This design comes from an exercise in tuning for small area, a short achievable clock period and few clock cycles per item on the open sky130 flow, not from production work.
The RTL was checked by simulation tests, not by an equivalence proof against the original design.

`flow/standard.sh`:
```
#!/bin/bash
# synth_recipe.tcl (not shown) runs the flow's synth.tcl, then flattens the netlist and writes it again
# the make line also repeats each setting of config.mk as NAME=value (left out here)
make -C /OpenROAD-flow-scripts/flow DESIGN_CONFIG=/design/flow/config.mk WORK_HOME=/design/flow/orfs CLKGATE_MAP_FILE= SYNTH_SCRIPT=/design/flow/synth_recipe.tcl "${@:-finish}"
```
`flow/constraint.sdc`:
```
create_clock -name core_clock -period 65.0 [get_ports {clk_i}]
set_input_delay 13.0000 -clock core_clock [delete_from_list [all_inputs] [get_ports {clk_i}]]
set_output_delay 13.0000 -clock core_clock [all_outputs]
set_load 0.01 [all_outputs]
```
`flow/flow/run.sh`:
```
#!/bin/bash
# The standard layout (standard.sh, unchanged synthesis and SDC), with
#  - every input and output port still buffered, with a plain buf_1 instead
#    of the delay buffer buffer_ports picks by default.
# The clock period and constraints are the design's.
set -euo pipefail
MARGIN=$(cat flow/margin.txt)
bash standard.sh SETUP_SLACK_MARGIN=$MARGIN \
  "BUFFER_PORTS_ARGS=-buffer_cell sky130_fd_sc_hd__buf_1" finish > standard.log 2>&1
```
`flow/config.mk`:
```
export PLATFORM = sky130hd
export DESIGN_NAME = layernorm
export DESIGN_NICKNAME = layernorm
export VERILOG_FILES = /design/flow/design.v
export SDC_FILE = /design/flow/constraint.sdc
export NUM_CORES = 4
export LEC_CHECK = 0
export ABC_AREA = 1
export CAP_MARGIN = 20
export CELL_PAD_IN_SITES_DETAIL_PLACEMENT = 1
export CELL_PAD_IN_SITES_GLOBAL_PLACEMENT = 2
export CORE_AREA = 4 4 1096 341
export DIE_AREA = 0 0 1100 345
export PLACE_DENSITY = 0.35
export SETUP_SLACK_MARGIN = 3
export SLEW_MARGIN = 20
export SYNTH_MEMORY_MAX_BITS = 16384
```
`flow/design.v`:
```
module fp16_add_comb (
  input  wire [15:0] a_i,
  input  wire [15:0] b_i,
  output wire [15:0] sum_o
);
  wire        a_sign = a_i[15];
  wire [4:0]  a_exp  = a_i[14:10];
  wire [9:0]  a_mant = a_i[9:0];
  wire        b_sign = b_i[15];
  wire [4:0]  b_exp  = b_i[14:10];
  wire [9:0]  b_mant = b_i[9:0];
  wire a_is_zero = (a_exp == 5'd0);
  wire b_is_zero = (b_exp == 5'd0);
  wire a_max     = (a_exp == 5'd31);
  wire b_max     = (b_exp == 5'd31);
  wire a_is_inf  = a_max && (a_mant == 10'd0);
  wire b_is_inf  = b_max && (b_mant == 10'd0);
  wire a_is_nan  = a_max && (a_mant != 10'd0);
  wire b_is_nan  = b_max && (b_mant != 10'd0);
  wire eff_sub   = a_sign ^ b_sign;
  wire [5:0] dab = {1'b0, a_exp} - {1'b0, b_exp};
  wire [5:0] dba = {1'b0, b_exp} - {1'b0, a_exp};
  wire       a_exp_ge = ~dab[5];
  wire [4:0] d = a_exp_ge ? dab[4:0] : dba[4:0];
  wire [4:0]  lg_exp  = a_exp_ge ? a_exp : b_exp;
  wire [10:0] lg_full = a_exp_ge ? {1'b1, a_mant} : {1'b1, b_mant};
  wire [10:0] sm_full = a_exp_ge ? {1'b1, b_mant} : {1'b1, a_mant};
  wire        lg_sign_e = a_exp_ge ? a_sign : b_sign;
  wire [12:0] sm_w = {sm_full, 2'b00};
  wire [12:0] sm_al = (d > 5'd13) ? 13'd0 : (sm_w >> d);
  reg sticky;
  integer s;
  always @(*) begin
    sticky = 1'b0;
    for (s = 0; s < 13; s = s + 1)
      if (s < d) sticky = sticky | sm_w[s];
  end
  wire [13:0] lg_w = {1'b0, lg_full, 2'b00};
  wire [13:0] f_sum = eff_sub ? (lg_w - {1'b0, sm_al}) : (lg_w + {1'b0, sm_al});
  wire f_ovf = f_sum[13];              
  wire f_top = f_sum[12];              
  reg [9:0] f_trunc;
  reg       f_guard, f_round, f_stk;
  reg [5:0] f_exp;                    
  always @(*) begin
    if (f_ovf) begin
      f_trunc = f_sum[12:3];
      f_guard = f_sum[2];
      f_round = f_sum[1];
      f_stk   = (sticky | f_sum[0]) & ~eff_sub;
    end else if (f_top) begin
      f_trunc = f_sum[11:2];
      f_guard = f_sum[1];
      f_round = f_sum[0];
      f_stk   = sticky & ~eff_sub;
    end else begin
      f_trunc = {f_sum[10:1]};
      f_guard = f_sum[0];
      f_round = 1'b0;
      f_stk   = 1'b0;
    end
  end
  wire [5:0] lg_exp_p1 = {1'b0, lg_exp} + 6'd1;
  wire [5:0] lg_exp_m1 = {1'b0, lg_exp} - 6'd1;
  always @(*) begin
    if (f_ovf)      f_exp = lg_exp_p1;
    else if (f_top) f_exp = {1'b0, lg_exp};
    else            f_exp = lg_exp_m1;
  end
  wire        f_rup  = f_guard & (f_round | f_stk | f_trunc[0]);
  wire [10:0] f_rnd  = {1'b0, f_trunc} + {10'd0, f_rup};
  wire [5:0]  f_exp2 = f_exp + {5'd0, f_rnd[10]};
  wire        f_oflow = (f_exp2 >= 6'd31);
  wire        f_uflow = (f_exp2 == 6'd0);
  wire [14:0] f_res = {f_exp2[4:0], f_rnd[9:0]};
  wire [11:0] n_lg  = {lg_full, 1'b0};
  wire [11:0] n_sm  = d[0] ? {1'b0, sm_full} : {sm_full, 1'b0};
  wire [12:0] n_d1  = {1'b0, n_lg} - {1'b0, n_sm};
  wire [12:0] n_d2  = {1'b0, n_sm} - {1'b0, n_lg};
  wire        n_neg = n_d1[12];       
  wire [11:0] n_mag = n_neg ? n_d2[11:0] : n_d1[11:0];
  wire        n_zero = (n_mag == 12'd0);
  reg [3:0] n_lz;
  integer t;
  always @(*) begin
    n_lz = 4'd12;
    for (t = 0; t < 12; t = t + 1)
      if (n_mag[t]) n_lz = 4'd11 - t[3:0];
  end
  wire [11:0] n_norm = n_mag << n_lz;
  wire signed [6:0] n_exp_s = $signed({2'b0, lg_exp}) - $signed({3'b0, n_lz});
  wire        n_uflow = (n_exp_s <= 7'sd0);
  wire [14:0] n_res = {n_exp_s[4:0], n_norm[10:1]};
  wire        near = eff_sub & ((d == 5'd0) | ((d == 5'd1) & (n_lz >= 4'd2)));
  wire        res_sign = near ? (n_neg ? ~lg_sign_e : lg_sign_e) : lg_sign_e;
  reg [15:0] result;
  always @(*) begin
    if (a_is_nan || b_is_nan) begin
      result = 16'h7E00;
    end else if (a_is_inf && b_is_inf && eff_sub) begin
      result = 16'h7E00;
    end else if (a_is_inf || b_is_inf) begin
      result = a_is_inf ? {a_sign, 5'd31, 10'd0} : {b_sign, 5'd31, 10'd0};
    end else if (a_is_zero && b_is_zero) begin
      result = {a_sign & b_sign, 15'd0};
    end else if (a_is_zero) begin
      result = b_i;
    end else if (b_is_zero) begin
      result = a_i;
    end else if (near) begin
      if (n_zero)       result = 16'd0;
      else if (n_uflow) result = {res_sign, 15'd0};
      else              result = {res_sign, n_res};
    end else begin
      if (f_uflow)      result = {res_sign, 15'd0};
      else if (f_oflow) result = {res_sign, 5'd31, 10'd0};
      else              result = {res_sign, f_res};
    end
  end
  assign sum_o = result;
endmodule
module fp16_mul_comb (
  input  wire [15:0] a_i,
  input  wire [15:0] b_i,
  output wire [15:0] prod_o
);
  wire        a_sign = a_i[15];
  wire [4:0]  a_exp  = a_i[14:10];
  wire [9:0]  a_mant = a_i[9:0];
  wire        b_sign = b_i[15];
  wire [4:0]  b_exp  = b_i[14:10];
  wire [9:0]  b_mant = b_i[9:0];
  wire res_sign = a_sign ^ b_sign;
  wire a_is_zero = (a_exp == 5'd0);
  wire b_is_zero = (b_exp == 5'd0);
  wire a_is_inf  = (a_exp == 5'd31) && (a_mant == 10'd0);
  wire b_is_inf  = (b_exp == 5'd31) && (b_mant == 10'd0);
  wire a_is_nan  = (a_exp == 5'd31) && (a_mant != 10'd0);
  wire b_is_nan  = (b_exp == 5'd31) && (b_mant != 10'd0);
  wire [10:0] a_full = {1'b1, a_mant};
  wire [10:0] b_full = {1'b1, b_mant};
  wire s1, c2, s3, c4, s5, c6, s7, c8, s9, c10, s11, c12, s13, c14, s15, c16, s17, c18, s19, c20, s21, c22, s23, c24, s25, c26, s27, c28, s29, c30, s31, c32, s33, c34, s35, c36, s37, c38, s39, c40, s41, c42, s43, c44, s45, c46, s47, c48, s49, c50, s51, c52, s53, c54, s55, c56, s57, c58, s59, c60, s61, c62, s63, c64, s65, c66, s67, c68, s69, c70, s71, c72, s73, c74, s75, c76, s77, c78, s79, c80, s81, c82, s83, c84, s85, c86, s87, c88, s89, c90, s91, c92, s93, c94, s95, c96, s97, c98, s99, c100, s101, c102, s103, c104, s105, c106, s107, c108, s109, c110, s111, c112, s113, c114, s115, c116, s117, c118, s119, c120, s121, c122, s123, c124, s125, c126, s127, c128, s129, c130, s131, c132, s133, c134, s135, c136, s137, c138, s139, c140, s141, c142, s143, c144, s145, c146, s147, c148, s149, c150, s151, c152, s153, c154, s155, c156, s157, c158, s159, c160, s161, c162, s163, c164, s165, c166, s167, c168, s169, c170, s171, c172, s173, c174, s175, c176, s177, c178, s179, c180;
  assign s1 = (a_full[0] & b_full[9]) ^ (a_full[1] & b_full[8]);
  assign c2 = (a_full[0] & b_full[9]) & (a_full[1] & b_full[8]);
  assign s3 = (a_full[0] & b_full[10]) ^ (a_full[1] & b_full[9]) ^ (a_full[2] & b_full[8]);
  assign c4 = ((a_full[0] & b_full[10]) & (a_full[1] & b_full[9])) | ((a_full[0] & b_full[10]) & (a_full[2] & b_full[8])) | ((a_full[1] & b_full[9]) & (a_full[2] & b_full[8]));
  assign s5 = (a_full[3] & b_full[7]) ^ (a_full[4] & b_full[6]);
  assign c6 = (a_full[3] & b_full[7]) & (a_full[4] & b_full[6]);
  assign s7 = (a_full[1] & b_full[10]) ^ (a_full[2] & b_full[9]) ^ (a_full[3] & b_full[8]);
  assign c8 = ((a_full[1] & b_full[10]) & (a_full[2] & b_full[9])) | ((a_full[1] & b_full[10]) & (a_full[3] & b_full[8])) | ((a_full[2] & b_full[9]) & (a_full[3] & b_full[8]));
  assign s9 = (a_full[4] & b_full[7]) ^ (a_full[5] & b_full[6]);
  assign c10 = (a_full[4] & b_full[7]) & (a_full[5] & b_full[6]);
  assign s11 = (a_full[2] & b_full[10]) ^ (a_full[3] & b_full[9]) ^ (a_full[4] & b_full[8]);
  assign c12 = ((a_full[2] & b_full[10]) & (a_full[3] & b_full[9])) | ((a_full[2] & b_full[10]) & (a_full[4] & b_full[8])) | ((a_full[3] & b_full[9]) & (a_full[4] & b_full[8]));
  assign s13 = (a_full[0] & b_full[6]) ^ (a_full[1] & b_full[5]);
  assign c14 = (a_full[0] & b_full[6]) & (a_full[1] & b_full[5]);
  assign s15 = (a_full[0] & b_full[7]) ^ (a_full[1] & b_full[6]) ^ (a_full[2] & b_full[5]);
  assign c16 = ((a_full[0] & b_full[7]) & (a_full[1] & b_full[6])) | ((a_full[0] & b_full[7]) & (a_full[2] & b_full[5])) | ((a_full[1] & b_full[6]) & (a_full[2] & b_full[5]));
  assign s17 = (a_full[3] & b_full[4]) ^ (a_full[4] & b_full[3]);
  assign c18 = (a_full[3] & b_full[4]) & (a_full[4] & b_full[3]);
  assign s19 = (a_full[0] & b_full[8]) ^ (a_full[1] & b_full[7]) ^ (a_full[2] & b_full[6]);
  assign c20 = ((a_full[0] & b_full[8]) & (a_full[1] & b_full[7])) | ((a_full[0] & b_full[8]) & (a_full[2] & b_full[6])) | ((a_full[1] & b_full[7]) & (a_full[2] & b_full[6]));
  assign s21 = (a_full[3] & b_full[5]) ^ (a_full[4] & b_full[4]) ^ (a_full[5] & b_full[3]);
  assign c22 = ((a_full[3] & b_full[5]) & (a_full[4] & b_full[4])) | ((a_full[3] & b_full[5]) & (a_full[5] & b_full[3])) | ((a_full[4] & b_full[4]) & (a_full[5] & b_full[3]));
  assign s23 = (a_full[6] & b_full[2]) ^ (a_full[7] & b_full[1]);
  assign c24 = (a_full[6] & b_full[2]) & (a_full[7] & b_full[1]);
  assign s25 = s1 ^ (a_full[2] & b_full[7]) ^ (a_full[3] & b_full[6]);
  assign c26 = (s1 & (a_full[2] & b_full[7])) | (s1 & (a_full[3] & b_full[6])) | ((a_full[2] & b_full[7]) & (a_full[3] & b_full[6]));
  assign s27 = (a_full[4] & b_full[5]) ^ (a_full[5] & b_full[4]) ^ (a_full[6] & b_full[3]);
  assign c28 = ((a_full[4] & b_full[5]) & (a_full[5] & b_full[4])) | ((a_full[4] & b_full[5]) & (a_full[6] & b_full[3])) | ((a_full[5] & b_full[4]) & (a_full[6] & b_full[3]));
  assign s29 = (a_full[7] & b_full[2]) ^ (a_full[8] & b_full[1]) ^ (a_full[9] & b_full[0]);
  assign c30 = ((a_full[7] & b_full[2]) & (a_full[8] & b_full[1])) | ((a_full[7] & b_full[2]) & (a_full[9] & b_full[0])) | ((a_full[8] & b_full[1]) & (a_full[9] & b_full[0]));
  assign s31 = s3 ^ s5 ^ (a_full[5] & b_full[5]);
  assign c32 = (s3 & s5) | (s3 & (a_full[5] & b_full[5])) | (s5 & (a_full[5] & b_full[5]));
  assign s33 = (a_full[6] & b_full[4]) ^ (a_full[7] & b_full[3]) ^ (a_full[8] & b_full[2]);
  assign c34 = ((a_full[6] & b_full[4]) & (a_full[7] & b_full[3])) | ((a_full[6] & b_full[4]) & (a_full[8] & b_full[2])) | ((a_full[7] & b_full[3]) & (a_full[8] & b_full[2]));
  assign s35 = (a_full[9] & b_full[1]) ^ (a_full[10] & b_full[0]) ^ c2;
  assign c36 = ((a_full[9] & b_full[1]) & (a_full[10] & b_full[0])) | ((a_full[9] & b_full[1]) & c2) | ((a_full[10] & b_full[0]) & c2);
  assign s37 = s7 ^ s9 ^ (a_full[6] & b_full[5]);
  assign c38 = (s7 & s9) | (s7 & (a_full[6] & b_full[5])) | (s9 & (a_full[6] & b_full[5]));
  assign s39 = (a_full[7] & b_full[4]) ^ (a_full[8] & b_full[3]) ^ (a_full[9] & b_full[2]);
  assign c40 = ((a_full[7] & b_full[4]) & (a_full[8] & b_full[3])) | ((a_full[7] & b_full[4]) & (a_full[9] & b_full[2])) | ((a_full[8] & b_full[3]) & (a_full[9] & b_full[2]));
  assign s41 = (a_full[10] & b_full[1]) ^ c4 ^ c6;
  assign c42 = ((a_full[10] & b_full[1]) & c4) | ((a_full[10] & b_full[1]) & c6) | (c4 & c6);
  assign s43 = s11 ^ (a_full[5] & b_full[7]) ^ (a_full[6] & b_full[6]);
  assign c44 = (s11 & (a_full[5] & b_full[7])) | (s11 & (a_full[6] & b_full[6])) | ((a_full[5] & b_full[7]) & (a_full[6] & b_full[6]));
  assign s45 = (a_full[7] & b_full[5]) ^ (a_full[8] & b_full[4]) ^ (a_full[9] & b_full[3]);
  assign c46 = ((a_full[7] & b_full[5]) & (a_full[8] & b_full[4])) | ((a_full[7] & b_full[5]) & (a_full[9] & b_full[3])) | ((a_full[8] & b_full[4]) & (a_full[9] & b_full[3]));
  assign s47 = (a_full[10] & b_full[2]) ^ c8 ^ c10;
  assign c48 = ((a_full[10] & b_full[2]) & c8) | ((a_full[10] & b_full[2]) & c10) | (c8 & c10);
  assign s49 = (a_full[3] & b_full[10]) ^ (a_full[4] & b_full[9]) ^ (a_full[5] & b_full[8]);
  assign c50 = ((a_full[3] & b_full[10]) & (a_full[4] & b_full[9])) | ((a_full[3] & b_full[10]) & (a_full[5] & b_full[8])) | ((a_full[4] & b_full[9]) & (a_full[5] & b_full[8]));
  assign s51 = (a_full[6] & b_full[7]) ^ (a_full[7] & b_full[6]) ^ (a_full[8] & b_full[5]);
  assign c52 = ((a_full[6] & b_full[7]) & (a_full[7] & b_full[6])) | ((a_full[6] & b_full[7]) & (a_full[8] & b_full[5])) | ((a_full[7] & b_full[6]) & (a_full[8] & b_full[5]));
  assign s53 = (a_full[9] & b_full[4]) ^ (a_full[10] & b_full[3]) ^ c12;
  assign c54 = ((a_full[9] & b_full[4]) & (a_full[10] & b_full[3])) | ((a_full[9] & b_full[4]) & c12) | ((a_full[10] & b_full[3]) & c12);
  assign s55 = (a_full[4] & b_full[10]) ^ (a_full[5] & b_full[9]) ^ (a_full[6] & b_full[8]);
  assign c56 = ((a_full[4] & b_full[10]) & (a_full[5] & b_full[9])) | ((a_full[4] & b_full[10]) & (a_full[6] & b_full[8])) | ((a_full[5] & b_full[9]) & (a_full[6] & b_full[8]));
  assign s57 = (a_full[7] & b_full[7]) ^ (a_full[8] & b_full[6]) ^ (a_full[9] & b_full[5]);
  assign c58 = ((a_full[7] & b_full[7]) & (a_full[8] & b_full[6])) | ((a_full[7] & b_full[7]) & (a_full[9] & b_full[5])) | ((a_full[8] & b_full[6]) & (a_full[9] & b_full[5]));
  assign s59 = (a_full[5] & b_full[10]) ^ (a_full[6] & b_full[9]) ^ (a_full[7] & b_full[8]);
  assign c60 = ((a_full[5] & b_full[10]) & (a_full[6] & b_full[9])) | ((a_full[5] & b_full[10]) & (a_full[7] & b_full[8])) | ((a_full[6] & b_full[9]) & (a_full[7] & b_full[8]));
  assign s61 = (a_full[0] & b_full[4]) ^ (a_full[1] & b_full[3]);
  assign c62 = (a_full[0] & b_full[4]) & (a_full[1] & b_full[3]);
  assign s63 = (a_full[0] & b_full[5]) ^ (a_full[1] & b_full[4]) ^ (a_full[2] & b_full[3]);
  assign c64 = ((a_full[0] & b_full[5]) & (a_full[1] & b_full[4])) | ((a_full[0] & b_full[5]) & (a_full[2] & b_full[3])) | ((a_full[1] & b_full[4]) & (a_full[2] & b_full[3]));
  assign s65 = (a_full[3] & b_full[2]) ^ (a_full[4] & b_full[1]);
  assign c66 = (a_full[3] & b_full[2]) & (a_full[4] & b_full[1]);
  assign s67 = s13 ^ (a_full[2] & b_full[4]) ^ (a_full[3] & b_full[3]);
  assign c68 = (s13 & (a_full[2] & b_full[4])) | (s13 & (a_full[3] & b_full[3])) | ((a_full[2] & b_full[4]) & (a_full[3] & b_full[3]));
  assign s69 = (a_full[4] & b_full[2]) ^ (a_full[5] & b_full[1]) ^ (a_full[6] & b_full[0]);
  assign c70 = ((a_full[4] & b_full[2]) & (a_full[5] & b_full[1])) | ((a_full[4] & b_full[2]) & (a_full[6] & b_full[0])) | ((a_full[5] & b_full[1]) & (a_full[6] & b_full[0]));
  assign s71 = s15 ^ s17 ^ (a_full[5] & b_full[2]);
  assign c72 = (s15 & s17) | (s15 & (a_full[5] & b_full[2])) | (s17 & (a_full[5] & b_full[2]));
  assign s73 = (a_full[6] & b_full[1]) ^ (a_full[7] & b_full[0]) ^ c14;
  assign c74 = ((a_full[6] & b_full[1]) & (a_full[7] & b_full[0])) | ((a_full[6] & b_full[1]) & c14) | ((a_full[7] & b_full[0]) & c14);
  assign s75 = s19 ^ s21 ^ s23;
  assign c76 = (s19 & s21) | (s19 & s23) | (s21 & s23);
  assign s77 = (a_full[8] & b_full[0]) ^ c16 ^ c18;
  assign c78 = ((a_full[8] & b_full[0]) & c16) | ((a_full[8] & b_full[0]) & c18) | (c16 & c18);
  assign s79 = s25 ^ s27 ^ s29;
  assign c80 = (s25 & s27) | (s25 & s29) | (s27 & s29);
  assign s81 = c20 ^ c22 ^ c24;
  assign c82 = (c20 & c22) | (c20 & c24) | (c22 & c24);
  assign s83 = s31 ^ s33 ^ s35;
  assign c84 = (s31 & s33) | (s31 & s35) | (s33 & s35);
  assign s85 = c26 ^ c28 ^ c30;
  assign c86 = (c26 & c28) | (c26 & c30) | (c28 & c30);
  assign s87 = s37 ^ s39 ^ s41;
  assign c88 = (s37 & s39) | (s37 & s41) | (s39 & s41);
  assign s89 = c32 ^ c34 ^ c36;
  assign c90 = (c32 & c34) | (c32 & c36) | (c34 & c36);
  assign s91 = s43 ^ s45 ^ s47;
  assign c92 = (s43 & s45) | (s43 & s47) | (s45 & s47);
  assign s93 = c38 ^ c40 ^ c42;
  assign c94 = (c38 & c40) | (c38 & c42) | (c40 & c42);
  assign s95 = s49 ^ s51 ^ s53;
  assign c96 = (s49 & s51) | (s49 & s53) | (s51 & s53);
  assign s97 = c44 ^ c46 ^ c48;
  assign c98 = (c44 & c46) | (c44 & c48) | (c46 & c48);
  assign s99 = s55 ^ s57 ^ (a_full[10] & b_full[4]);
  assign c100 = (s55 & s57) | (s55 & (a_full[10] & b_full[4])) | (s57 & (a_full[10] & b_full[4]));
  assign s101 = c50 ^ c52 ^ c54;
  assign c102 = (c50 & c52) | (c50 & c54) | (c52 & c54);
  assign s103 = s59 ^ (a_full[8] & b_full[7]) ^ (a_full[9] & b_full[6]);
  assign c104 = (s59 & (a_full[8] & b_full[7])) | (s59 & (a_full[9] & b_full[6])) | ((a_full[8] & b_full[7]) & (a_full[9] & b_full[6]));
  assign s105 = (a_full[10] & b_full[5]) ^ c56 ^ c58;
  assign c106 = ((a_full[10] & b_full[5]) & c56) | ((a_full[10] & b_full[5]) & c58) | (c56 & c58);
  assign s107 = (a_full[6] & b_full[10]) ^ (a_full[7] & b_full[9]) ^ (a_full[8] & b_full[8]);
  assign c108 = ((a_full[6] & b_full[10]) & (a_full[7] & b_full[9])) | ((a_full[6] & b_full[10]) & (a_full[8] & b_full[8])) | ((a_full[7] & b_full[9]) & (a_full[8] & b_full[8]));
  assign s109 = (a_full[9] & b_full[7]) ^ (a_full[10] & b_full[6]) ^ c60;
  assign c110 = ((a_full[9] & b_full[7]) & (a_full[10] & b_full[6])) | ((a_full[9] & b_full[7]) & c60) | ((a_full[10] & b_full[6]) & c60);
  assign s111 = (a_full[7] & b_full[10]) ^ (a_full[8] & b_full[9]) ^ (a_full[9] & b_full[8]);
  assign c112 = ((a_full[7] & b_full[10]) & (a_full[8] & b_full[9])) | ((a_full[7] & b_full[10]) & (a_full[9] & b_full[8])) | ((a_full[8] & b_full[9]) & (a_full[9] & b_full[8]));
  assign s113 = (a_full[0] & b_full[3]) ^ (a_full[1] & b_full[2]);
  assign c114 = (a_full[0] & b_full[3]) & (a_full[1] & b_full[2]);
  assign s115 = s61 ^ (a_full[2] & b_full[2]) ^ (a_full[3] & b_full[1]);
  assign c116 = (s61 & (a_full[2] & b_full[2])) | (s61 & (a_full[3] & b_full[1])) | ((a_full[2] & b_full[2]) & (a_full[3] & b_full[1]));
  assign s117 = s63 ^ s65 ^ (a_full[5] & b_full[0]);
  assign c118 = (s63 & s65) | (s63 & (a_full[5] & b_full[0])) | (s65 & (a_full[5] & b_full[0]));
  assign s119 = s67 ^ s69 ^ c64;
  assign c120 = (s67 & s69) | (s67 & c64) | (s69 & c64);
  assign s121 = s71 ^ s73 ^ c68;
  assign c122 = (s71 & s73) | (s71 & c68) | (s73 & c68);
  assign s123 = s75 ^ s77 ^ c72;
  assign c124 = (s75 & s77) | (s75 & c72) | (s77 & c72);
  assign s125 = s79 ^ s81 ^ c76;
  assign c126 = (s79 & s81) | (s79 & c76) | (s81 & c76);
  assign s127 = s83 ^ s85 ^ c80;
  assign c128 = (s83 & s85) | (s83 & c80) | (s85 & c80);
  assign s129 = s87 ^ s89 ^ c84;
  assign c130 = (s87 & s89) | (s87 & c84) | (s89 & c84);
  assign s131 = s91 ^ s93 ^ c88;
  assign c132 = (s91 & s93) | (s91 & c88) | (s93 & c88);
  assign s133 = s95 ^ s97 ^ c92;
  assign c134 = (s95 & s97) | (s95 & c92) | (s97 & c92);
  assign s135 = s99 ^ s101 ^ c96;
  assign c136 = (s99 & s101) | (s99 & c96) | (s101 & c96);
  assign s137 = s103 ^ s105 ^ c100;
  assign c138 = (s103 & s105) | (s103 & c100) | (s105 & c100);
  assign s139 = s107 ^ s109 ^ c104;
  assign c140 = (s107 & s109) | (s107 & c104) | (s109 & c104);
  assign s141 = s111 ^ (a_full[10] & b_full[7]) ^ c108;
  assign c142 = (s111 & (a_full[10] & b_full[7])) | (s111 & c108) | ((a_full[10] & b_full[7]) & c108);
  assign s143 = (a_full[8] & b_full[10]) ^ (a_full[9] & b_full[9]) ^ (a_full[10] & b_full[8]);
  assign c144 = ((a_full[8] & b_full[10]) & (a_full[9] & b_full[9])) | ((a_full[8] & b_full[10]) & (a_full[10] & b_full[8])) | ((a_full[9] & b_full[9]) & (a_full[10] & b_full[8]));
  assign s145 = (a_full[0] & b_full[2]) ^ (a_full[1] & b_full[1]);
  assign c146 = (a_full[0] & b_full[2]) & (a_full[1] & b_full[1]);
  assign s147 = s113 ^ (a_full[2] & b_full[1]) ^ (a_full[3] & b_full[0]);
  assign c148 = (s113 & (a_full[2] & b_full[1])) | (s113 & (a_full[3] & b_full[0])) | ((a_full[2] & b_full[1]) & (a_full[3] & b_full[0]));
  assign s149 = s115 ^ (a_full[4] & b_full[0]) ^ c114;
  assign c150 = (s115 & (a_full[4] & b_full[0])) | (s115 & c114) | ((a_full[4] & b_full[0]) & c114);
  assign s151 = s117 ^ c62 ^ c116;
  assign c152 = (s117 & c62) | (s117 & c116) | (c62 & c116);
  assign s153 = s119 ^ c66 ^ c118;
  assign c154 = (s119 & c66) | (s119 & c118) | (c66 & c118);
  assign s155 = s121 ^ c70 ^ c120;
  assign c156 = (s121 & c70) | (s121 & c120) | (c70 & c120);
  assign s157 = s123 ^ c74 ^ c122;
  assign c158 = (s123 & c74) | (s123 & c122) | (c74 & c122);
  assign s159 = s125 ^ c78 ^ c124;
  assign c160 = (s125 & c78) | (s125 & c124) | (c78 & c124);
  assign s161 = s127 ^ c82 ^ c126;
  assign c162 = (s127 & c82) | (s127 & c126) | (c82 & c126);
  assign s163 = s129 ^ c86 ^ c128;
  assign c164 = (s129 & c86) | (s129 & c128) | (c86 & c128);
  assign s165 = s131 ^ c90 ^ c130;
  assign c166 = (s131 & c90) | (s131 & c130) | (c90 & c130);
  assign s167 = s133 ^ c94 ^ c132;
  assign c168 = (s133 & c94) | (s133 & c132) | (c94 & c132);
  assign s169 = s135 ^ c98 ^ c134;
  assign c170 = (s135 & c98) | (s135 & c134) | (c98 & c134);
  assign s171 = s137 ^ c102 ^ c136;
  assign c172 = (s137 & c102) | (s137 & c136) | (c102 & c136);
  assign s173 = s139 ^ c106 ^ c138;
  assign c174 = (s139 & c106) | (s139 & c138) | (c106 & c138);
  assign s175 = s141 ^ c110 ^ c140;
  assign c176 = (s141 & c110) | (s141 & c140) | (c110 & c140);
  assign s177 = s143 ^ c112 ^ c142;
  assign c178 = (s143 & c112) | (s143 & c142) | (c112 & c142);
  assign s179 = (a_full[9] & b_full[10]) ^ (a_full[10] & b_full[9]) ^ c144;
  assign c180 = ((a_full[9] & b_full[10]) & (a_full[10] & b_full[9])) | ((a_full[9] & b_full[10]) & c144) | ((a_full[10] & b_full[9]) & c144);
  wire [21:0] row0 = {1'b0, (a_full[10] & b_full[10]), s179, s177, s175, s173, s171, s169, s167, s165, s163, s161, s159, s157, s155, s153, s151, s149, s147, s145, (a_full[0] & b_full[1]), (a_full[0] & b_full[0])};
  wire [21:0] row1 = {1'b0, c180, c178, c176, c174, c172, c170, c168, c166, c164, c162, c160, c158, c156, c154, c152, c150, c148, c146, (a_full[2] & b_full[0]), (a_full[1] & b_full[0]), 1'b0};
  wire [21:0] mant_prod = row0 + row1;
  wire signed [7:0] exp_raw = $signed({1'b0, a_exp}) + $signed({1'b0, b_exp}) - 8'sd15;
  wire       ns = mant_prod[21];
  wire       rup1 = mant_prod[10] & (mant_prod[9] | (|mant_prod[8:0]) | mant_prod[11]);
  wire       rup0 = mant_prod[9]  & (mant_prod[8] | (|mant_prod[7:0]) | mant_prod[10]);
  wire [10:0] rnd1 = {1'b0, mant_prod[20:11]} + {10'd0, rup1};
  wire [10:0] rnd0 = {1'b0, mant_prod[19:10]} + {10'd0, rup0};
  wire signed [7:0] fe0 = exp_raw;
  wire signed [7:0] fe1 = exp_raw + 8'sd1;
  wire signed [7:0] fe2 = exp_raw + 8'sd2;
  wire rs2 = ns & rnd1[10];
  wire rs1 = ns ? ~rnd1[10] : rnd0[10];
  wire [4:0] fexp = rs2 ? fe2[4:0] : rs1 ? fe1[4:0] : fe0[4:0];
  wire uflow = rs2 ? (fe2 <= 8'sd0) : rs1 ? (fe1 <= 8'sd0) : (fe0 <= 8'sd0);
  wire oflow = rs2 ? (fe2 >= 8'sd31) : rs1 ? (fe1 >= 8'sd31) : (fe0 >= 8'sd31);
  wire [9:0] fman = ns ? rnd1[9:0] : rnd0[9:0];
  wire [15:0] normal_result = {res_sign, fexp, fman};
  wire [15:0] inf_result    = {res_sign, 5'd31, 10'd0};
  wire [15:0] nan_result    = 16'h7E00;
  wire [15:0] zero_result   = {res_sign, 15'd0};
  reg [15:0] result;
  always @(*) begin
    if (a_is_nan || b_is_nan) begin
      result = nan_result;
    end else if ((a_is_inf && b_is_zero) || (b_is_inf && a_is_zero)) begin
      result = nan_result;
    end else if (a_is_inf || b_is_inf) begin
      result = inf_result;
    end else if (a_is_zero || b_is_zero) begin
      result = zero_result;
    end else if (uflow) begin
      result = zero_result;
    end else if (oflow) begin
      result = inf_result;
    end else begin
      result = normal_result;
    end
  end
  assign prod_o = result;
endmodule
module fp16_from_int8 (
  input  wire [7:0]  val_i,
  output reg  [15:0] fp16_o
);
  always @(*) begin
    case (val_i)
      8'd0: fp16_o = 16'h0000;
      8'd1: fp16_o = 16'h3c00;
      8'd2: fp16_o = 16'h4000;
      8'd3: fp16_o = 16'h4200;
      8'd4: fp16_o = 16'h4400;
      8'd5: fp16_o = 16'h4500;
      8'd6: fp16_o = 16'h4600;
      8'd7: fp16_o = 16'h4700;
      8'd8: fp16_o = 16'h4800;
      8'd9: fp16_o = 16'h4880;
      8'd10: fp16_o = 16'h4900;
      8'd11: fp16_o = 16'h4980;
      8'd12: fp16_o = 16'h4a00;
      8'd13: fp16_o = 16'h4a80;
      8'd14: fp16_o = 16'h4b00;
      8'd15: fp16_o = 16'h4b80;
      8'd16: fp16_o = 16'h4c00;
      8'd17: fp16_o = 16'h4c40;
      8'd18: fp16_o = 16'h4c80;
      8'd19: fp16_o = 16'h4cc0;
      8'd20: fp16_o = 16'h4d00;
      8'd21: fp16_o = 16'h4d40;
      8'd22: fp16_o = 16'h4d80;
      8'd23: fp16_o = 16'h4dc0;
      8'd24: fp16_o = 16'h4e00;
      8'd25: fp16_o = 16'h4e40;
      8'd26: fp16_o = 16'h4e80;
      8'd27: fp16_o = 16'h4ec0;
      8'd28: fp16_o = 16'h4f00;
      8'd29: fp16_o = 16'h4f40;
      8'd30: fp16_o = 16'h4f80;
      8'd31: fp16_o = 16'h4fc0;
      8'd32: fp16_o = 16'h5000;
      8'd33: fp16_o = 16'h5020;
      8'd34: fp16_o = 16'h5040;
      8'd35: fp16_o = 16'h5060;
      8'd36: fp16_o = 16'h5080;
      8'd37: fp16_o = 16'h50a0;
      8'd38: fp16_o = 16'h50c0;
      8'd39: fp16_o = 16'h50e0;
      8'd40: fp16_o = 16'h5100;
      8'd41: fp16_o = 16'h5120;
      8'd42: fp16_o = 16'h5140;
      8'd43: fp16_o = 16'h5160;
      8'd44: fp16_o = 16'h5180;
      8'd45: fp16_o = 16'h51a0;
      8'd46: fp16_o = 16'h51c0;
      8'd47: fp16_o = 16'h51e0;
      8'd48: fp16_o = 16'h5200;
      8'd49: fp16_o = 16'h5220;
      8'd50: fp16_o = 16'h5240;
      8'd51: fp16_o = 16'h5260;
      8'd52: fp16_o = 16'h5280;
      8'd53: fp16_o = 16'h52a0;
      8'd54: fp16_o = 16'h52c0;
      8'd55: fp16_o = 16'h52e0;
      8'd56: fp16_o = 16'h5300;
      8'd57: fp16_o = 16'h5320;
      8'd58: fp16_o = 16'h5340;
      8'd59: fp16_o = 16'h5360;
      8'd60: fp16_o = 16'h5380;
      8'd61: fp16_o = 16'h53a0;
      8'd62: fp16_o = 16'h53c0;
      8'd63: fp16_o = 16'h53e0;
      8'd64: fp16_o = 16'h5400;
      8'd65: fp16_o = 16'h5410;
      8'd66: fp16_o = 16'h5420;
      8'd67: fp16_o = 16'h5430;
      8'd68: fp16_o = 16'h5440;
      8'd69: fp16_o = 16'h5450;
      8'd70: fp16_o = 16'h5460;
      8'd71: fp16_o = 16'h5470;
      8'd72: fp16_o = 16'h5480;
      8'd73: fp16_o = 16'h5490;
      8'd74: fp16_o = 16'h54a0;
      8'd75: fp16_o = 16'h54b0;
      8'd76: fp16_o = 16'h54c0;
      8'd77: fp16_o = 16'h54d0;
      8'd78: fp16_o = 16'h54e0;
      8'd79: fp16_o = 16'h54f0;
      8'd80: fp16_o = 16'h5500;
      8'd81: fp16_o = 16'h5510;
      8'd82: fp16_o = 16'h5520;
      8'd83: fp16_o = 16'h5530;
      8'd84: fp16_o = 16'h5540;
      8'd85: fp16_o = 16'h5550;
      8'd86: fp16_o = 16'h5560;
      8'd87: fp16_o = 16'h5570;
      8'd88: fp16_o = 16'h5580;
      8'd89: fp16_o = 16'h5590;
      8'd90: fp16_o = 16'h55a0;
      8'd91: fp16_o = 16'h55b0;
      8'd92: fp16_o = 16'h55c0;
      8'd93: fp16_o = 16'h55d0;
      8'd94: fp16_o = 16'h55e0;
      8'd95: fp16_o = 16'h55f0;
      8'd96: fp16_o = 16'h5600;
      8'd97: fp16_o = 16'h5610;
      8'd98: fp16_o = 16'h5620;
      8'd99: fp16_o = 16'h5630;
      8'd100: fp16_o = 16'h5640;
      8'd101: fp16_o = 16'h5650;
      8'd102: fp16_o = 16'h5660;
      8'd103: fp16_o = 16'h5670;
      8'd104: fp16_o = 16'h5680;
      8'd105: fp16_o = 16'h5690;
      8'd106: fp16_o = 16'h56a0;
      8'd107: fp16_o = 16'h56b0;
      8'd108: fp16_o = 16'h56c0;
      8'd109: fp16_o = 16'h56d0;
      8'd110: fp16_o = 16'h56e0;
      8'd111: fp16_o = 16'h56f0;
      8'd112: fp16_o = 16'h5700;
      8'd113: fp16_o = 16'h5710;
      8'd114: fp16_o = 16'h5720;
      8'd115: fp16_o = 16'h5730;
      8'd116: fp16_o = 16'h5740;
      8'd117: fp16_o = 16'h5750;
      8'd118: fp16_o = 16'h5760;
      8'd119: fp16_o = 16'h5770;
      8'd120: fp16_o = 16'h5780;
      8'd121: fp16_o = 16'h5790;
      8'd122: fp16_o = 16'h57a0;
      8'd123: fp16_o = 16'h57b0;
      8'd124: fp16_o = 16'h57c0;
      8'd125: fp16_o = 16'h57d0;
      8'd126: fp16_o = 16'h57e0;
      8'd127: fp16_o = 16'h57f0;
      8'd128: fp16_o = 16'hd800;
      8'd129: fp16_o = 16'hd7f0;
      8'd130: fp16_o = 16'hd7e0;
      8'd131: fp16_o = 16'hd7d0;
      8'd132: fp16_o = 16'hd7c0;
      8'd133: fp16_o = 16'hd7b0;
      8'd134: fp16_o = 16'hd7a0;
      8'd135: fp16_o = 16'hd790;
      8'd136: fp16_o = 16'hd780;
      8'd137: fp16_o = 16'hd770;
      8'd138: fp16_o = 16'hd760;
      8'd139: fp16_o = 16'hd750;
      8'd140: fp16_o = 16'hd740;
      8'd141: fp16_o = 16'hd730;
      8'd142: fp16_o = 16'hd720;
      8'd143: fp16_o = 16'hd710;
      8'd144: fp16_o = 16'hd700;
      8'd145: fp16_o = 16'hd6f0;
      8'd146: fp16_o = 16'hd6e0;
      8'd147: fp16_o = 16'hd6d0;
      8'd148: fp16_o = 16'hd6c0;
      8'd149: fp16_o = 16'hd6b0;
      8'd150: fp16_o = 16'hd6a0;
      8'd151: fp16_o = 16'hd690;
      8'd152: fp16_o = 16'hd680;
      8'd153: fp16_o = 16'hd670;
      8'd154: fp16_o = 16'hd660;
      8'd155: fp16_o = 16'hd650;
      8'd156: fp16_o = 16'hd640;
      8'd157: fp16_o = 16'hd630;
      8'd158: fp16_o = 16'hd620;
      8'd159: fp16_o = 16'hd610;
      8'd160: fp16_o = 16'hd600;
      8'd161: fp16_o = 16'hd5f0;
      8'd162: fp16_o = 16'hd5e0;
      8'd163: fp16_o = 16'hd5d0;
      8'd164: fp16_o = 16'hd5c0;
      8'd165: fp16_o = 16'hd5b0;
      8'd166: fp16_o = 16'hd5a0;
      8'd167: fp16_o = 16'hd590;
      8'd168: fp16_o = 16'hd580;
      8'd169: fp16_o = 16'hd570;
      8'd170: fp16_o = 16'hd560;
      8'd171: fp16_o = 16'hd550;
      8'd172: fp16_o = 16'hd540;
      8'd173: fp16_o = 16'hd530;
      8'd174: fp16_o = 16'hd520;
      8'd175: fp16_o = 16'hd510;
      8'd176: fp16_o = 16'hd500;
      8'd177: fp16_o = 16'hd4f0;
      8'd178: fp16_o = 16'hd4e0;
      8'd179: fp16_o = 16'hd4d0;
      8'd180: fp16_o = 16'hd4c0;
      8'd181: fp16_o = 16'hd4b0;
      8'd182: fp16_o = 16'hd4a0;
      8'd183: fp16_o = 16'hd490;
      8'd184: fp16_o = 16'hd480;
      8'd185: fp16_o = 16'hd470;
      8'd186: fp16_o = 16'hd460;
      8'd187: fp16_o = 16'hd450;
      8'd188: fp16_o = 16'hd440;
      8'd189: fp16_o = 16'hd430;
      8'd190: fp16_o = 16'hd420;
      8'd191: fp16_o = 16'hd410;
      8'd192: fp16_o = 16'hd400;
      8'd193: fp16_o = 16'hd3e0;
      8'd194: fp16_o = 16'hd3c0;
      8'd195: fp16_o = 16'hd3a0;
      8'd196: fp16_o = 16'hd380;
      8'd197: fp16_o = 16'hd360;
      8'd198: fp16_o = 16'hd340;
      8'd199: fp16_o = 16'hd320;
      8'd200: fp16_o = 16'hd300;
      8'd201: fp16_o = 16'hd2e0;
      8'd202: fp16_o = 16'hd2c0;
      8'd203: fp16_o = 16'hd2a0;
      8'd204: fp16_o = 16'hd280;
      8'd205: fp16_o = 16'hd260;
      8'd206: fp16_o = 16'hd240;
      8'd207: fp16_o = 16'hd220;
      8'd208: fp16_o = 16'hd200;
      8'd209: fp16_o = 16'hd1e0;
      8'd210: fp16_o = 16'hd1c0;
      8'd211: fp16_o = 16'hd1a0;
      8'd212: fp16_o = 16'hd180;
      8'd213: fp16_o = 16'hd160;
      8'd214: fp16_o = 16'hd140;
      8'd215: fp16_o = 16'hd120;
      8'd216: fp16_o = 16'hd100;
      8'd217: fp16_o = 16'hd0e0;
      8'd218: fp16_o = 16'hd0c0;
      8'd219: fp16_o = 16'hd0a0;
      8'd220: fp16_o = 16'hd080;
      8'd221: fp16_o = 16'hd060;
      8'd222: fp16_o = 16'hd040;
      8'd223: fp16_o = 16'hd020;
      8'd224: fp16_o = 16'hd000;
      8'd225: fp16_o = 16'hcfc0;
      8'd226: fp16_o = 16'hcf80;
      8'd227: fp16_o = 16'hcf40;
      8'd228: fp16_o = 16'hcf00;
      8'd229: fp16_o = 16'hcec0;
      8'd230: fp16_o = 16'hce80;
      8'd231: fp16_o = 16'hce40;
      8'd232: fp16_o = 16'hce00;
      8'd233: fp16_o = 16'hcdc0;
      8'd234: fp16_o = 16'hcd80;
      8'd235: fp16_o = 16'hcd40;
      8'd236: fp16_o = 16'hcd00;
      8'd237: fp16_o = 16'hccc0;
      8'd238: fp16_o = 16'hcc80;
      8'd239: fp16_o = 16'hcc40;
      8'd240: fp16_o = 16'hcc00;
      8'd241: fp16_o = 16'hcb80;
      8'd242: fp16_o = 16'hcb00;
      8'd243: fp16_o = 16'hca80;
      8'd244: fp16_o = 16'hca00;
      8'd245: fp16_o = 16'hc980;
      8'd246: fp16_o = 16'hc900;
      8'd247: fp16_o = 16'hc880;
      8'd248: fp16_o = 16'hc800;
      8'd249: fp16_o = 16'hc700;
      8'd250: fp16_o = 16'hc600;
      8'd251: fp16_o = 16'hc500;
      8'd252: fp16_o = 16'hc400;
      8'd253: fp16_o = 16'hc200;
      8'd254: fp16_o = 16'hc000;
      8'd255: fp16_o = 16'hbc00;
      default: fp16_o = 16'h0000;
    endcase
  end
endmodule
module fp16_rsqrt_comb (
  input  wire [15:0] val_i,
  output reg  [15:0] result_o
);
  wire [4:0] e = val_i[14:10];
  wire [9:0] f = val_i[9:0];
  wire is_zero = (e == 5'd0);
  wire is_inf  = (e == 5'd31);
  wire parity = ~e[0];
  reg [15:0] lut_mem [0:511];
  initial $readmemh("inv_sqrt_lut.hex", lut_mem);
  wire [15:0] lut_out = lut_mem[{parity, f[9:2]}];
  wire k_is_15 = lut_out[15];
  wire signed [6:0] base = $signed({2'b0, 5'd15}) -
                            $signed({2'b0, e}) +
                            $signed({6'd0, parity});
  wire signed [6:0] half_base = base >>> 1;
  wire signed [6:0] out_e_s = half_base + (k_is_15 ? 7'sd15 : 7'sd14);
  wire [9:0] raw_frac   = lut_out[13:4];
  wire       guard       = lut_out[3];
  wire       round_bit   = lut_out[2];
  wire       sticky      = |lut_out[1:0];
  wire       round_up    = guard & (round_bit | sticky | raw_frac[0]);
  wire [10:0] rounded    = {1'b0, raw_frac} + {10'd0, round_up};
  wire        round_ovf  = rounded[10];
  wire [9:0] out_frac = k_is_15   ? 10'd0 :
                         round_ovf ? 10'd0 : rounded[9:0];
  wire signed [6:0] out_e_adj = round_ovf ? (out_e_s + 7'sd1) : out_e_s;
  always @(*) begin
    if (is_zero) begin
      result_o = 16'h7C00;
    end else if (is_inf) begin
      result_o = 16'h0000;
    end else if (out_e_adj <= 7'sd0) begin
      result_o = 16'h0000;
    end else if (out_e_adj >= 7'sd31) begin
      result_o = 16'h7C00;
    end else begin
      result_o = {1'b0, out_e_adj[4:0], out_frac};
    end
  end
endmodule
module layernorm #(
  parameter DIM = 64
) (
  input  wire        clk_i,
  input  wire        rst_i,
  input  wire        start_i,
  input  wire [DIM*16-1:0] x_i,
  output reg  [5:0]  w_sel_o,
  output reg  [6:0]  w_addr_o,
  input  wire [7:0]  w_data_i,
  input  wire [5:0]  gamma_sel_i,
  input  wire [15:0] gamma_scale_i,
  input  wire [15:0] beta_scale_i,
  output reg  [DIM*16-1:0] y_o,
  output reg               done_o,
  output reg               busy_o
);
  localparam [4:0]  INV_N_EXP = 5'd15 - $clog2(DIM);
  localparam [15:0] INV_N = {1'b0, INV_N_EXP, 10'd0};
  reg  [7:0]  k;
  reg  [4:0]  jsel;
  reg         sum_ph;     
  reg         d_ph;       
  reg         norm_ph;    
  reg         gam_ph;     
  reg  [15:0] xr_a, xr_b;
  reg  [15:0] acc;
  reg  [15:0] d_r;
  reg  [15:0] sq_a, sq_b;
  reg  [15:0] neg_mean;
  reg  [15:0] inv_std;
  reg  [15:0] scale_r;
  reg  [7:0]  wd_r;
  wire [15:0] x_a = x_i[jsel*32      +: 16];
  wire [15:0] x_b = x_i[jsel*32 + 16 +: 16];
  wire [15:0] d_a, d_b;
  fp16_add_comb u_sub_a (.a_i(xr_a), .b_i(neg_mean), .sum_o(d_a));
  fp16_add_comb u_sub_b (.a_i(xr_b), .b_i(neg_mean), .sum_o(d_b));
  wire [15:0] deq_fp16;
  fp16_from_int8 u_deq (.val_i(wd_r), .fp16_o(deq_fp16));
  wire [15:0] gamma_tap = y_o[15:0];
  wire [15:0] m_g, m_a, m_b;
  fp16_mul_comb u_mul_g (.a_i(norm_ph ? d_r : deq_fp16), .b_i(norm_ph ? inv_std : scale_r), .prod_o(m_g));
  fp16_mul_comb u_mul_a (.a_i(norm_ph ? m_g : d_a), .b_i(norm_ph ? gamma_tap : d_a), .prod_o(m_a));
  fp16_mul_comb u_mul_b (.a_i(norm_ph ? deq_fp16 : d_b), .b_i(norm_ph ? scale_r : d_b), .prod_o(m_b));
  wire [15:0] p_a = sum_ph ? xr_a : sq_a;
  wire [15:0] p_b = sum_ph ? xr_b : sq_b;
  wire [15:0] c1, c2;
  fp16_add_comb u_add1 (.a_i(acc), .b_i(p_a), .sum_o(c1));
  fp16_add_comb u_add2 (.a_i(c1), .b_i(p_b), .sum_o(c2));
  wire [15:0] mean_w;
  fp16_mul_comb u_mean (.a_i(c2), .b_i(INV_N), .prod_o(mean_w));
  wire [15:0] var_w;
  fp16_mul_comb u_var (.a_i(acc), .b_i(INV_N), .prod_o(var_w));
  wire [15:0] rsq;
  fp16_rsqrt_comb u_rsqrt (.val_i(var_w), .result_o(rsq));
  always @(posedge clk_i) begin
    y_o <= {(gam_ph ? m_g : c2), y_o[DIM*16-1:16]};
  end
  always @(posedge clk_i) begin
    xr_a <= x_a;
    xr_b <= x_b;
    wd_r <= w_data_i;
    if (k == 8'd0 || k == 8'd32 || k == 8'd33) acc <= 16'd0;
    else if (d_ph) acc <= 16'h8000;
    else acc <= c2;
    d_r <= k[0] ? d_b : d_a;
    if (k == 8'd32) neg_mean <= {~mean_w[15], mean_w[14:0]};
    if (k == 8'd66) inv_std <= rsq;
    sq_a <= m_a;
    sq_b <= m_b;
    if (k == 8'd0) scale_r <= gamma_scale_i;
    else if (k == 8'd66) scale_r <= beta_scale_i;
  end
  always @(posedge clk_i) begin
    if (rst_i) begin
      k       <= 8'd0;
      done_o  <= 1'b0;
      busy_o  <= 1'b0;
    end else begin
      done_o <= 1'b0;
      if (k == 8'd0) begin
        if (start_i) begin
          k      <= 8'd1;
          busy_o <= 1'b1;
        end
      end else if (k == 8'd131) begin
        k      <= 8'd0;
        done_o <= 1'b1;
        busy_o <= 1'b0;
      end else begin
        k <= k + 8'd1;
      end
    end
  end
  always @(posedge clk_i) begin
    if (rst_i) begin
      jsel    <= 5'd0;
      d_ph    <= 1'b0;
      sum_ph  <= 1'b1;
      norm_ph <= 1'b0;
      gam_ph  <= 1'b1;
      w_sel_o <= 6'd0;
      w_addr_o <= 7'd0;
    end else begin
      if (k == 8'd0 || k == 8'd131) begin
        jsel    <= start_i && k == 8'd0 ? 5'd1 : 5'd0;
        d_ph    <= 1'b0;
        sum_ph  <= 1'b1;
        norm_ph <= 1'b0;
        gam_ph  <= 1'b1;
        w_sel_o <= gamma_sel_i;
        w_addr_o <= 7'd0;
      end else begin
        if (k < 8'd63) jsel <= k[4:0] + 5'd1;
        else jsel <= k[5:1];           
        sum_ph  <= (k + 8'd1) <= 8'd32;
        d_ph    <= (k + 8'd1) >= 8'd66;
        norm_ph <= (k + 8'd1) >= 8'd67;
        gam_ph  <= (k + 8'd1) <= 8'd66;
        w_addr_o <= {1'b0, k[5:0]};
        if (k == 8'd64) w_sel_o <= w_sel_o + 6'd1;
      end
    end
  end
endmodule
```
`flow/inv_sqrt_lut.hex`:
```
8000
7fc0
7f81
7f42
7f03
7ec5
7e87
7e49
7e0c
7dcf
7d92
7d56
7d1a
7cde
7ca3
7c68
7c2e
7bf3
7bb9
7b80
7b46
7b0d
7ad5
7a9c
7a64
7a2c
79f5
79be
7987
7950
791a
78e4
78ae
7878
7843
780e
77da
77a5
7771
773d
770a
76d6
76a3
7670
763e
760b
75d9
75a8
7576
7545
7514
74e3
74b2
7482
7452
7422
73f2
73c3
7393
7364
7336
7307
72d9
72aa
727d
724f
7221
71f4
71c7
719a
716e
7141
7115
70e9
70bd
7091
7066
703b
7010
6fe5
6fba
6f90
6f66
6f3b
6f12
6ee8
6ebe
6e95
6e6c
6e43
6e1a
6df1
6dc9
6da0
6d78
6d50
6d29
6d01
6cda
6cb2
6c8b
6c64
6c3d
6c17
6bf0
6bca
6ba4
6b7e
6b58
6b32
6b0d
6ae8
6ac2
6a9d
6a78
6a54
6a2f
6a0b
69e6
69c2
699e
697a
6956
6933
690f
68ec
68c9
68a6
6883
6860
683e
681b
67f9
67d6
67b4
6792
6771
674f
672d
670c
66ea
66c9
66a8
6687
6666
6646
6625
6605
65e4
65c4
65a4
6584
6564
6544
6525
6505
64e6
64c7
64a7
6488
6469
644a
642c
640d
63ef
63d0
63b2
6394
6376
6358
633a
631c
62fe
62e1
62c3
62a6
6289
626c
624f
6232
6215
61f8
61db
61bf
61a2
6186
616a
614e
6132
6116
60fa
60de
60c2
60a7
608b
6070
6054
6039
601e
6003
5fe8
5fcd
5fb2
5f98
5f7d
5f63
5f48
5f2e
5f13
5ef9
5edf
5ec5
5eab
5e91
5e78
5e5e
5e44
5e2b
5e11
5df8
5ddf
5dc5
5dac
5d93
5d7a
5d61
5d49
5d30
5d17
5cff
5ce6
5cce
5cb5
5c9d
5c85
5c6d
5c55
5c3d
5c25
5c0d
5bf5
5bde
5bc6
5bae
5b97
5b7f
5b68
5b51
5b3a
5b23
5b0b
5af4
5ade
5ac7
5ab0
5a99
5a82
5a55
5a28
59fc
59d0
59a3
5978
594c
5921
58f6
58cb
58a0
5876
584c
5822
57f8
57cf
57a5
577c
5754
572b
5703
56db
56b3
568b
5664
563d
5615
55ef
55c8
55a2
557b
5555
5530
550a
54e4
54bf
549a
5475
5451
542c
5408
53e4
53c0
539c
5378
5355
5332
530f
52ec
52c9
52a7
5284
5262
5240
521e
51fc
51db
51b9
5198
5177
5156
5135
5115
50f4
50d4
50b4
5094
5074
5054
5035
5015
4ff6
4fd7
4fb8
4f99
4f7a
4f5c
4f3d
4f1f
4f01
4ee3
4ec5
4ea7
4e8a
4e6c
4e4f
4e31
4e14
4df7
4dda
4dbe
4da1
4d85
4d68
4d4c
4d30
4d14
4cf8
4cdc
4cc1
4ca5
4c8a
4c6e
4c53
4c38
4c1d
4c02
4be7
4bcd
4bb2
4b98
4b7e
4b63
4b49
4b2f
4b15
4afc
4ae2
4ac8
4aaf
4a95
4a7c
4a63
4a4a
4a31
4a18
49ff
49e7
49ce
49b6
499d
4985
496d
4955
493d
4925
490d
48f5
48dd
48c6
48ae
4897
4880
4868
4851
483a
4823
480c
47f6
47df
47c8
47b2
479b
4785
476f
4758
4742
472c
4716
4700
46eb
46d5
46bf
46aa
4694
467f
4669
4654
463f
462a
4615
4600
45eb
45d6
45c1
45ad
4598
4583
456f
455b
4546
4532
451e
450a
44f6
44e2
44ce
44ba
44a6
4492
447f
446b
4458
4444
4431
441e
440a
43f7
43e4
43d1
43be
43ab
4398
4385
4373
4360
434d
433b
4328
4316
4303
42f1
42df
42cc
42ba
42a8
4296
4284
4272
4260
424e
423d
422b
4219
4208
41f6
41e5
41d3
41c2
41b1
419f
418e
417d
416c
415b
414a
4139
4128
4117
4106
40f5
40e5
40d4
40c3
40b3
40a2
4092
4082
4071
4061
4051
4040
4030
4020
4010
```
`flow/flow/margin.txt`:
```
50
```
==> impl_metrics.ini, run 1 <==
[status]
status = complete, no violations

[cts]
numCtsBuffers = 105
tritoncts = done
cts_buffer_depth = 4
path_clk_slew_ns = 0.08
clkLatencyLatePin_ns = 0.91
clockRootBuffer = clkbuf_16
cts_max_level = 3
cts.sinks = 1210
cts_hold_buffers = 0

[place]
post-dp-hpwl_um = 488000
numPortBuffers = 2110
routabilityCongestion = 0.950

[yosys]
yosysWarnings = 5
synth-edff-count = 47
yosys.area_share.xor_xnor_pct = 2.54
yosysTopAreaCell = dfxtp_1
synth-simple-area-share_pct = 22.7
async_flop_share_pct = 0
synth_compound_area_share_pct = 20.0
ys.flop_type = dfxtp_1
ys_seq_area_share_pct = 31.5
synth_top_family_by_area = simple AND/OR/NAND/NOR gates
synth-adder-area-share_pct = 14.0
synth_area_per_cell_um2 = 7.16
ys_seq_elements = 1210
syn-num-nets = 12700
synthMuxAreaShare_pct = 0.192
synth_cells = 10900
synth.area.top_cells = dfxtp_1 30%, nand2_1 8.6%, o21ai_0 8.2%
synth_area_um2 = 78300
yosys.area.top_type_share_pct = 29.7
synth.distinct_cells = 86

[critical_path]
worstPathArrival_ns = 15.81
worstPathRequired_ns = 65.64
reg2reg_from = neg_mean[12]$_SDFFCE_PP1P_
r2r_end = sq_b[3]$_SDFF_PP0_
r2r_slack_ns = 49.84
reg2reg_depth = 92
path_class = in -> reg
endpoint_kind = register
cp_max_fo = 1
start_kind = primary input

[min_path]
hold_start = y_o[83]$_DFF_P_
hold_end = y_o[67]$_DFF_P_
hold_path_depth = 0
min_path_type = reg -> reg

[timing]
setup-tns-final_ns = 0
timing.fmax_mhz = 65.9
fin_crit_sh_pct = 23.3
min_period_ns = 15.18
finClkSkew_ns = 0.0806
setup_violations = 0
hold_violations = 0
maxSlewViolCount = 0
hold_slack_ns = 0.310
maxSlewHeadroom_pct = 14.4
worst_slew_pin_slew_ns = 1.27
rsz0062_at_grt = yes

[flow_run]
maxCapViolCount = 0

[routing]
wl_per_cell_um = 31.4
via_per_inst = 4.94
drtIter0Drc = 9185
drt_pass1_iterations = 5
antenna_left = 0
num_vias = 92100
wl_um = 586000
drcViolationCount = 0

[grt]
globalRouteOverflowTotal = 0
grt_pass1_vias = 89700
grt_usage_pct = 29.2
grt_pass1_wl_um = 784000
grt_start_max_net_pins = 117
antenna_found_initial = 92

[floorplan]
core_area_um2 = 365000
dieArea_um2 = 380000
io_pins = 2112
die_h_um = 345
die_x_um = 1100
rows = 123
floorplan.initialDensity_pct = 21.5

[layout]
post_route_cells_drive_above_1_share_pct = 17.4
syn2layout_area_growth_pct = 38.9
fin_nets = 15400
fillCellCount = 44700
==> logic make-up after synthesis <==
family | Yosys count
compound gates | 2665
xor+xnor | 227
fa+ha+maj | 712
buf+inv | 1854
flops | 1210
mux | 15
other cells | 1
simple gates | 4251
==> layout make-up <==
class                   instances  area [µm²]  share of cell area, %
multi-input cells            7888       53100                   48.8
flip-flops and latches       1210       24700                   22.7
repair buffers               2981       15500                   14.2
well taps                    4937        6180                   5.68
inverters                    1394        5520                   5.08
clock buffers                 138        2920                   2.69
clock inverters                50         639                  0.588
diodes                         59         148                  0.136
repair inverters                4        27.5                 0.0253
==> synthesized netlist by cell type (78+ instances only) <==
library cell / count
nand2_1: 1797
nor2_1: 1456
inv_1: 1356
o21ai_0: 1290
dfxtp_1: 1163
nand3_1: 553
a21oi_1: 478
ha_1: 440
clkbuf_1: 371
fa_1: 272
o221ai_1: 212
xor2_1: 182
nor3_1: 125
o22ai_1: 124
nand4_1: 121
a31oi_1: 90
o211ai_1: 78
==> critical path, stage by stage <==
cell and delay [ns]:
buf_1 0.08, nor2_2 0.58, o22ai_1 0.60, o21ai_0 1.09, a32oi_1 0.43
==> worst max path at each step <==
stage                                           from                        end  slack (ns)  cells after the start
final                                       x_i[877]           xr_a[13]$_DFF_P_       49.82                      5
after global routing      neg_mean[12]$_SDFFCE_PP1P_         sq_b[3]$_SDFF_PP0_       49.21                     94
after CTS                          sum_ph$_SDFF_PP1_  neg_mean[3]$_SDFFCE_PP0P_       50.00                    111
after detailed placement           sum_ph$_SDFF_PP1_  neg_mean[7]$_SDFFCE_PP0P_       44.19                    102
after global placement             sum_ph$_SDFF_PP1_  neg_mean[7]$_SDFFCE_PP0P_       44.27                    102
after floorplan                    sum_ph$_SDFF_PP1_  neg_mean[7]$_SDFFCE_PP0P_       50.20                    104
==> registers in the layout, indices dropped and copies added (netlist names) <==
name	cells
busy_o	1
d_r	16
sum_ph	1
jsel	5
w_addr_o	6
sq_a	16
neg_mean	16
xr_a	16
d_ph	1
gam_ph	1
inv_std	15
deq_fp16	12
w_sel_o	6
sq_b	16
norm_ph	1
scale_r	16
y_o	1024
k	8
acc	16
xr_b	16
done_o	1
==> repair_timing <==
action | 4_1_cts | 5_1_grt
cloned | 27 | 5
buffers inserted | 386 | 263
resized for setup | 1000 | 782
setup endpoints to repair | 78 | 78
pin swaps | 287 | 356
endpoints found under the hold margin | 0 | 0
==> metrics by stage <==
| step | instances | util [%] | area, µm² | setup WS (ns) |
|---|---|---|---|---|
| 3_5_place_dp | 17700 | 25.3 | 92400 | 44.19 |
| 6_report | 18700 | 29.8 | 109000 | 49.82 |
| 5_1_grt | 18600 | 29.8 | 109000 | 49.21 |
| 4_1_cts | 18300 | 28.3 | 103000 | 50.00 |
| 3_3_place_gp | 17700 | 25.3 | 92400 | 44.27 |
| 2_1_floorplan | 10900 | - | 78300 | 50.20 |
==> layout by cell type, fill, tap and decap left out, types with 97 or more instances in the layout <==
| cell type | n |
|---|---|
| fa_1 | 258 |
| buf_4 | 756 |
| o22ai_1 | 108 |
| clkbuf_16 | 108 |
| o221ai_1 | 205 |
| nand2_1 | 1556 |
| o21ai_0 | 1106 |
| inv_1 | 1183 |
| nor2_1 | 1340 |
| buf_1 | 2110 |
| o21ai_1 | 123 |
| nand4_1 | 121 |
| inv_2 | 126 |
| a21oi_1 | 417 |
| nand3_1 | 473 |
| xor2_1 | 132 |
| o21ai_2 | 97 |
| nand2_2 | 203 |
| ha_1 | 338 |
| dfxtp_1 | 1147 |
==> per-layer routing <==
| layer | part of all wire, % | global-route usage, % | vias to the layer above |
|---|---|---|---|
| li1 | - | - | 41900 |
| met5 | 0.020 | 0 | - |
| met3 | 7.7 | 6.60 | 330 |
| met1 | 51 | 45.7 | 47000 |
| met2 | 40 | 41.0 | 2952 |
| met4 | 1.4 | 3.61 | 18 |
Testbench counts, summed over its fixed seeds: cycles 33,800, items 256.
==> inputs of run 2 (changes only) <==
==> flow/flow/margin.txt (replaced) <==
49
==> impl_metrics.ini, run 2 <==
[cts]
path_clk_slew_ns = 0.11
cts_max_level = 3
numCtsBuffers = 105
cts_buffer_depth = 4
cts.sinks = 1210
clockRootBuffer = clkbuf_16
tritoncts = done
clkLatencyLatePin_ns = 0.90
cts_hold_buffers = 0

[timing]
min_period_ns = 15.43
timing.fmax_mhz = 64.8
setup_violations = 0
finClkSkew_ns = 0.0786
rsz0062_at_grt = no
fin_crit_sh_pct = 23.7
maxSlewViolCount = 0
setup-tns-final_ns = 0
setup_slack_ns = 49.57
worst_slew_pin_slew_ns = 1.33
hold_violations = 0
maxSlewHeadroom_pct = 10.7

[yosys]
ys.flop_type = dfxtp_1
synth.top_cells.by_count = 1,797 x nand2_1, 1,456 x nor2_1, 1,356 x inv_1
synth.distinct_cells = 86
synth.area.top_cells = dfxtp_1 30%, nand2_1 8.6%, o21ai_0 8.2%
ys_seq_area_share_pct = 31.5
synth_area_per_cell_um2 = 7.16
yosysWarnings = 5
synth_cells = 10900
async_flop_share_pct = 0
ys_seq_elements = 1210
synth_area_um2 = 78300
syn-num-nets = 12700
synth-edff-count = 47
yosysTopAreaCell = dfxtp_1
yosys.area.top_type_share_pct = 29.7
synth.most_common_cell = nand2_1

[floorplan]
die_h_um = 345
floorplan.initialDensity_pct = 21.5
io_pins = 2112
rows = 123
dieArea_um2 = 380000
die_x_um = 1100
core_area_um2 = 365000

[layout]
instances_no_fill = 18400
largest_register_ffs = 1024
final_common_cell = buf_1
syn2layout_area_growth_pct = 32.7
fin_nets = 15100
top_register = y_o
post_route_cells_drive_above_1_share_pct = 13.0
mostFrequentLayoutCells = 2,110 x buf_1, 1,662 x nand2_1, 1,380 x nor2_1

[routing]
drtIter0Drc = 9041
via_per_inst = 4.92
drt_pass1_iterations = 5
wl_per_cell_um = 31.4
drcViolationCount = 0
num_vias = 90600
wl_um = 579000
antenna_left = 0

[grt]
grt_usage_pct = 28.9
globalRouteOverflowTotal = 0
grt_start_max_net_pins = 117
grt_pass1_vias = 87800
grt_pass1_wl_um = 773000
antenna_found_initial = 97

[flow_run]
maxCapViolCount = 0

[place]
routabilityCongestion = 0.950
dp.cells = 17700
post-dp-hpwl_um = 488000
numPortBuffers = 2110
pre_cts_slack_ns = 44.19

[critical_path]
endpoint_kind = register
critPathSlowestCell = fa_2
start_kind = register
path_class = reg -> reg
worstPathArrival_ns = 16.02
cp_max_fo = 10
cpPeakStageDelay_ns = 0.37
worstPathRequired_ns = 65.60

[status]
status = complete, no violations

[min_path]
min_path_type = reg -> reg
## run 2: cell counts after synthesis
Identical to the previous run, type by type.
## run 2: per-layer routing
metal	wire (µm)	track usage [%]
met5	109	0
met2	230000	40.7
met1	296000	45.2
met4	6850	2.88
met3	45600	6.78
## run 2: what timing repair did
| item | 4_1_cts | 5_1_grt |
|---|---|---|
| gates resized for setup | 438 | 659 |
| buffers inserted | 160 | 238 |
| pin swaps | 80 | 236 |
| setup endpoints to repair | 78 | 78 |
| cloned | 15 | 14 |
## run 2: worst max-delay path: cells and delay by family (launching register included)
| family | cells | cell delay (ns) |
|---|---|---|
| buf+inv | 18 | 2.31 |
| mux | 2 | 0.35 |
| simple gates | 62 | 6.69 |
| fa+ha+maj | 12 | 2.80 |
| compound gates | 18 | 2.46 |
| flops | 1 | 0.36 |
## run 2: worst paths after layout
check | endpoint | from | depth (start not counted) | slack (ns)
worst max-delay path | neg_mean[4]$_SDFFCE_PP0P_ | sum_ph$_SDFF_PP1_ | 112 | 49.57
worst min-delay path | y_o[67]$_DFF_P_ | y_o[83]$_DFF_P_ | 0 | 0.31
worst max register to register | neg_mean[4]$_SDFFCE_PP0P_ | sum_ph$_SDFF_PP1_ | 112 | 49.57
worst min register to register | y_o[67]$_DFF_P_ | y_o[83]$_DFF_P_ | 0 | 0.31
## run 2: through the flow
stage / utilization [%] / hold WS (ns) / area (µm²)
3_5_place_dp: 25.3 / 0.334 / 92400
5_1_grt: 28.4 / 0.294 / 104000
6_report: 28.5 / 0.311 / 104000
2_1_floorplan: - / 0.382 / 78300
4_1_cts: 27.1 / 0.297 / 99100
3_3_place_gp: 25.3 / 0.331 / 92400
## run 2: cell type report
type	instances	area, µm²
Inverter	1394	5430
Sequential cell	1210	24700
Timing Repair Buffer	2728	13100
Tap cell	4937	6180
Fill cell	44900	261000
Timing Repair inverter	3	20.0
Clock inverter	50	639
Multi-Input combinational cell	7888	50700
Clock buffer	138	2920
Antenna cell	68	170
## run 2: kinds of logic (layout without fill, tap and decap cells)
group / count (synthesis) / after routing / share of synthesized area [%]
AO/OA/AOI/OAI: 2665 / 2666 / 20.0
XOR/XNOR: 227 / 227 / 2.54
adder cells (fa/ha/maj): 712 / 712 / 14.0
buffers and inverters: 1854 / 4313 / 9.04
flip-flops: 1210 / 1210 / 31.5
multiplexers: 15 / 15 / 0.192
other: 1 / 69 / 0.00479
AND/OR/NAND/NOR: 4251 / 4267 / 22.7

==> static timing again, ports no longer ideal <==
No port has a modelled driver above. Below, the same layouts with a new extraction and two added sets of constraints. Step 1 (the two cells are an assumption about what drives the block):
set clk [get_ports {clk_i}]
set_driving_cell -lib_cell sky130_fd_sc_hd__clkbuf_16 $clk
set_driving_cell -lib_cell sky130_fd_sc_hd__buf_2 [delete_from_list [all_inputs] $clk]
Step 2, shift: input delay + t, output delay - t, t = (earliest + latest rising clock arrival at the registers) / 2. This alone moves slack from input paths to output paths. Three values: ideal, step 1, step 2; two values: the first two.
| run | t (ns) | slack for setup (ns) | worst setup path after step 2 |
|---|---|---|---|
| run 1 | 0.997 | 49.825 / 49.838 / 48.903 | input to register |
| run 2 | 0.996 | 49.570 / 49.570 / 48.933 | input to register |
After both steps setup and hold are still met in every run listed. For run 1, which loses most, drivers alone change the setup slack by +0.013 ns; drivers and shift together by -0.922 ns.
